This design comes from an exercise in tuning for small area and a short achievable clock period on the open sky130 flow, not from production work. The RTL was checked by simulation tests, not by an equivalence proof against the original design. Power and IR drop assume default switching activity.

==> job 7393: inputs <==
==> flow/design.v <==
`timescale 1ns / 1ps
module SCPU_v1( 	input [31:0] inst_in, Data_in,
						input clk, reset,
						output MemW,
						output [31:0] Addr_out, Data_out, PC_out,
						input [4:0] test_reg_index,
						output [31:0] test_reg_result
					);
	wire [5:0] op = inst_in[31:26];
	wire [5:0] fn = inst_in[5:0];
	wire [4:0] rs = inst_in[25:21];
	wire [4:0] rt = inst_in[20:16];
	wire [4:0] rd = inst_in[15:11];
	wire [15:0] imm = inst_in[15:0];
	wire rtype  = (op == 6'd0);
	wire r_alu  = rtype & fn[5];              
	wire r_jr   = rtype & ~fn[5] & fn[3];     
	wire r_sh   = rtype & ~fn[5] & ~fn[3];    
	wire i_alu  = ~op[5] & op[3];             
	wire lw     = op[5] & ~op[3];
	wire sw     = op[5] & op[3];
	wire jal    = ~op[5] & ~op[3] & ~op[2] & op[1] & op[0];
	wire jmp    = ~op[5] & ~op[3] & ~op[2] & op[1];   
	wire br     = ~op[5] & ~op[3] & op[2];            
	wire [31:0] A, B;
	reg [31:0] PC;
	wire [31:0] pc4 = {PC[31:2] + 30'd1, PC[1:0]};
	wire we = rtype | i_alu | lw | jal;
	wire [4:0] wa = rtype ? rd : (jal ? 5'd31 : rt);
	wire [2:0] f3 = rtype ? fn[2:0] : op[2:0];
	wire sub = rtype ? fn[1] : op[1];
	wire sext = ~op[2];
	wire [31:0] immx = {{16{sext & imm[15]}}, imm};
	wire [31:0] opB = i_alu ? immx : B;
	wire [31:0] adA = br ? pc4 : A;
	wire [31:0] adB = br ? {{14{imm[15]}}, imm, 2'b00} : (opB ^ {32{sub}});
	wire [31:0] sum = adA + adB + {31'd0, sub};
	wire lt = (A[31] ^ opB[31]) ? A[31] : sum[31];
	wire is_slt = rtype ? fn[3] : 1'b1;
	reg [31:0] logic_res;
	always @* begin
		case (f3[1:0])
			2'b00: logic_res = A & opB;
			2'b01: logic_res = A | opB;
			2'b10: logic_res = A ^ opB;
			default: logic_res = rtype ? ~(A | opB) : {imm, 16'h0};
		endcase
	end
	wire [31:0] sh_res;
	sll32 shifter(.A(B), .sa(inst_in[10:6]), .left(~fn[1]), .res(sh_res));
	reg [31:0] res;
	always @* begin
		if (lw)
			res = Data_in;
		else if (jal | r_jr)
			res = pc4;
		else if (r_sh)
			res = sh_res;
		else if (f3[2])
			res = logic_res;
		else if (f3[1] & is_slt)
			res = {31'd0, lt};
		else
			res = sum;
	end
	wire eq = ~|(A ^ opB);   
	wire taken = br & (eq ^ op[0]);
	reg [31:0] pc_next;
	always @* begin
		if (jmp)
			pc_next = {PC[31:28], inst_in[25:0], 2'b00};
		else if (r_jr)
			pc_next = A;
		else if (taken)
			pc_next = sum;
		else
			pc_next = pc4;
	end
	always @(posedge clk)
		if (reset)
			PC <= 32'h0;
		else
			PC <= pc_next;
	reg [31:0] register [1:31];
	wire [31:0] wd = reset ? 32'h0 : res;
	wire [32*31-1:0] R;
	genvar k;
	generate
		for (k = 1; k < 32; k = k + 1) begin : g_reg
			always @(posedge clk)
				if (reset || (we && wa == k))
					register[k] <= wd;
			assign R[32*k-1 -: 32] = register[k];
		end
	endgenerate
	wire [31:0] An, Bn, Tn;
	Regs port_a(.addr(rs), .R(R), .rdata_n(An));
	Regs port_b(.addr(rt), .R(R), .rdata_n(Bn));
	Regs port_t(.addr(test_reg_index), .R(R), .rdata_n(Tn));
	assign A = ~An;
	assign B = ~Bn;
	assign test_reg_result = ~Tn;
	assign PC_out = PC;
	assign MemW = sw;
	agen addr_gen(.An(An), .imm(imm), .Y(Addr_out));
	assign Data_out = B;
endmodule
module ao222n(input a, b, c, d, e, f, output y);
  assign y = ~((a & b) | (c & d) | (e & f));
endmodule
module l_nand4(input a, b, c, d, output y); assign y = ~(a & b & c & d); endmodule
module l_nand3(input a, b, c, output y); assign y = ~(a & b & c); endmodule
module l_nor3(input a, b, c, output y); assign y = ~(a | b | c); endmodule
module rbit(input [30:0] s, input [30:0] r, output on);
  wire [10:0] y;
  genvar i;
  generate
    for (i = 0; i < 10; i = i + 1) begin : g
      ao222n u(.a(s[3*i]), .b(r[3*i]), .c(s[3*i+1]), .d(r[3*i+1]),
               .e(s[3*i+2]), .f(r[3*i+2]), .y(y[i]));
    end
  endgenerate
  assign y[10] = ~(s[30] & r[30]);
  wire z0, z1, z2;
  l_nand4 n0(.a(y[0]), .b(y[1]), .c(y[2]), .d(y[3]), .y(z0));
  l_nand4 n1(.a(y[4]), .b(y[5]), .c(y[6]), .d(y[7]), .y(z1));
  l_nand3 n2(.a(y[8]), .b(y[9]), .c(y[10]), .y(z2));
  l_nor3  n3(.a(z0), .b(z1), .c(z2), .y(on));
endmodule
module Regs(input [4:0] addr, input [32*31-1:0] R, output [31:0] rdata_n);
  wire [30:0] s;
  genvar i, b;
  generate
    for (i = 0; i < 31; i = i + 1) begin : d
      assign s[i] = (addr == i + 1);
    end
    for (b = 0; b < 32; b = b + 1) begin : bb
      wire [30:0] rr;
      for (i = 0; i < 31; i = i + 1) begin : x
        assign rr[i] = R[32*i+b];
      end
      rbit u(.s(s), .r(rr), .on(rdata_n[b]));
    end
  endgenerate
endmodule
module l_nand2(input a, b, output y); assign y = ~(a & b); endmodule
module l_nor2(input a, b, output y); assign y = ~(a | b); endmodule
module l_o21ai(input a1, a2, b1, output y); assign y = ~((a1 | a2) & b1); endmodule
module l_a21oi(input a1, a2, b1, output y); assign y = ~((a1 & a2) | b1); endmodule
module l_mux2i(input a0, a1, s, output y); assign y = ~(s ? a1 : a0); endmodule
module agen(input [31:0] An, input [15:0] imm, output [31:0] Y);
  wire [31:0] A = ~An;
  wire [15:0] imm_n = ~imm;
  wire [15:0] G0, T0, G1, T1, G2, T2, G3, T3, G4;
  wire [15:0] x = ~(An[15:0] ^ imm);
  genvar i;
  generate
    for (i = 0; i < 16; i = i + 1) begin : l0
      l_nor2  g(.a(An[i]), .b(imm_n[i]), .y(G0[i]));    
      l_nand2 t(.a(An[i]), .b(imm_n[i]), .y(T0[i]));    
    end
    for (i = 0; i < 16; i = i + 1) begin : l1
      if (i >= 1) begin : c
        l_a21oi g(.a1(T0[i]), .a2(G0[i-1]), .b1(G0[i]), .y(G1[i]));
        l_nand2 t(.a(T0[i]), .b(T0[i-1]), .y(T1[i]));
      end else begin : p
        assign G1[i] = ~G0[i];
        assign T1[i] = ~T0[i];
      end
    end
    for (i = 0; i < 16; i = i + 1) begin : l2
      if (i >= 2) begin : c
        l_o21ai g(.a1(T1[i]), .a2(G1[i-2]), .b1(G1[i]), .y(G2[i]));
        l_nor2  t(.a(T1[i]), .b(T1[i-2]), .y(T2[i]));
      end else begin : p
        assign G2[i] = ~G1[i];
        assign T2[i] = ~T1[i];
      end
    end
    for (i = 0; i < 16; i = i + 1) begin : l3
      if (i >= 4) begin : c
        l_a21oi g(.a1(T2[i]), .a2(G2[i-4]), .b1(G2[i]), .y(G3[i]));
        l_nand2 t(.a(T2[i]), .b(T2[i-4]), .y(T3[i]));
      end else begin : p
        assign G3[i] = ~G2[i];
        assign T3[i] = ~T2[i];
      end
    end
    for (i = 0; i < 16; i = i + 1) begin : l4
      if (i >= 8) begin : c
        l_o21ai g(.a1(T3[i]), .a2(G3[i-8]), .b1(G3[i]), .y(G4[i]));
      end else begin : p
        assign G4[i] = ~G3[i];
      end
    end
  endgenerate
  assign Y[0] = x[0];
  assign Y[15:1] = x[15:1] ^ G4[14:0];
  wire c16 = G4[15];
  wire [15:0] P;
  assign P[0] = 1'b1;
  generate
    for (i = 1; i < 16; i = i + 1) begin : pp
      assign P[i] = &A[16+i-1:16];
    end
    for (i = 0; i < 16; i = i + 1) begin : hi
      l_mux2i m(.a0(An[16+i]), .a1(~(A[16+i] ^ P[i])), .s(c16), .y(Y[16+i]));
    end
  endgenerate
endmodule
module mx2i(input a, b, s, output y);
  assign y = ~(s ? b : a);
endmodule
module sll32(input [31:0] A, input [4:0] sa, input left, output [31:0] res);
  wire [4:0] r = left ? (5'd0 - sa) : sa;    
  wire [31:0] x [0:5];
  assign x[0] = A;
  genvar k, i;
  generate
    for (k = 0; k < 5; k = k + 1) begin : st
      for (i = 0; i < 32; i = i + 1) begin : b
        mx2i m(.a(x[k][i]), .b(x[k][(i + (1 << k)) % 32]), .s(r[k]), .y(x[k+1][i]));
      end
    end
  endgenerate
  wire [31:0] mask = left ? (32'hffffffff << sa) : (32'hffffffff >> sa);
  assign res = ~x[5] & mask;    
endmodule
==> flow/flow/run.sh <==
#!/bin/bash
# Layout flow: the standard ORFS flow (standard.sh, unchanged synthesis),
# with these changes to how the layout is made:
#  - repair_timing aims for setup slack of SETUP_MARGIN ns instead of 0, so the
#    resizer keeps optimising the critical paths past the 30 ns constraint;
#  - port buffers are buf_2 (the resizer upsizes those on critical paths).
# The SDC, the clock period and the I/O delays are the standard flow's, unchanged.
# Each ORFS step writes its own log under orfs/logs/; make's output goes to
# flow_make.log in the work folder.
set -euo pipefail
SETUP_MARGIN=${SETUP_MARGIN:-15}
CTS="-sink_clustering_enable -repair_clock_nets -dont_use_dummy_load -sink_clustering_size 20 -sink_clustering_max_diameter 80"
bash standard.sh "SETUP_SLACK_MARGIN=$SETUP_MARGIN" "CTS_ARGS=$CTS" \
  "BUFFER_PORTS_ARGS=-buffer_cell sky130_fd_sc_hd__buf_2" finish > flow_make.log 2>&1
==> flow/standard.sh <==
#!/bin/bash
# synth_recipe.tcl (not shown) runs the flow's synth.tcl, then flattens the netlist and writes it again
# the make line also repeats each setting of config.mk as NAME=value (left out here)
make -C /OpenROAD-flow-scripts/flow DESIGN_CONFIG=/design/flow/config.mk WORK_HOME=/design/flow/orfs CLKGATE_MAP_FILE= SYNTH_SCRIPT=/design/flow/synth_recipe.tcl "${@:-finish}"
==> flow/config.mk <==
export PLATFORM = sky130hd
export DESIGN_NAME = SCPU_v1
export DESIGN_NICKNAME = SCPU_v1
export VERILOG_FILES = /design/flow/design.v
export SDC_FILE = /design/flow/constraint.sdc
export NUM_CORES = 4
export LEC_CHECK = 0
export CAP_MARGIN = 20
export CORE_MARGIN = 2
export CORE_UTILIZATION = 45
export PLACE_DENSITY = 0.55
export SLEW_MARGIN = 20
export SYNTH_HIERARCHICAL = 1
==> flow/constraint.sdc <==
create_clock -name core_clock -period 30.0 [get_ports {clk}]
set_input_delay 6.0000 -clock core_clock [delete_from_list [all_inputs] [get_ports {clk}]]
set_output_delay 6.0000 -clock core_clock [all_outputs]
set_load 0.01 [all_outputs]
==> job 429 (differences from job 7393) <==
Settings changed: CORE_UTILIZATION 45 to 50, PLACE_DENSITY 0.55 to 0.6.
==> comparison table <==
| item | job 429 | job 7393 |
|---|---|---|
| Outcome | timing/DRC/antenna clean | timing/DRC/antenna clean |
| 1st-iter DRT viols | 16350 | 15510 |
| Combinational-cell power consumption | 1.19 mW | 1.17 mW |
| Total global routing track utilization | 48.15% | 44.60% |
| Width of the die | 338.2 um | 356.3 um |
| Layout clock buffer count | 67 | 69 |
| Count of non-CTS buffers in the layout | 571 | 564 |
| Leakage | 23.40 nW | 23.35 nW |
| Power spent charging and discharging nets | 1.413 mW | 1.412 mW |
| Clk tree area frac | 2.551% | 2.619% |
| Core Rows | 122 | 129 |
| Worst slack at placement | 13.22 ns | 13.20 ns |
| Worst hold path endpoint | PC[31] | PC[28] |
| Multi-input logic area | 26240 um^2 | 26070 um^2 |
| Destination of the worst register-to-register timing path | register[2][0] | register[25][0] |
| Initial standard-cell utilization of the core | 50.47% | 45.24% |
| Setup slack of the critical path after layout | 14.33 ns | 14.30 ns |
| CP Capture Point | Addr_out[13] | Addr_out[29] |
| Die extent in y | 338.2 um | 356.3 um |
| ANT cells | 7 | 11 |
| Pin count of the biggest net entering global routing | 53 | 82 |
| Total CTS buffers | 67 | 69 |
| Cell count after placement | 6293 | 6433 |
| Clk Latency, worst-skew pair | 0.70 ns | 0.72 ns |

[what the ideal ports hide]
The flow's constraints put no driver on any port. The routed layouts listed below were extracted and timed again, unchanged, in two steps.
Step 1, drivers: a clkbuf_16 drives clk and a buf_2 each remaining input, both assumed.
Step 2 moves the port delays by t, midway between the first and last clock arrival at a register: inputs arrive t later, outputs are due t later. That takes back most of the time a late clock gives input paths.
Three values: ideal ports, drivers, drivers and shift; two values: the first two.
run	t, ns	setup WS [ns]	cell pins on the clock port's net
job 7393	0.745	14.303 / 14.075 / 14.075	1
job 429	0.730	14.326 / 14.155 / 14.155	1
After both steps every run listed still meets setup and hold. For job 7393, which loses most, drivers alone change the setup slack by -0.228 ns; drivers and shift together by -0.228 ns.
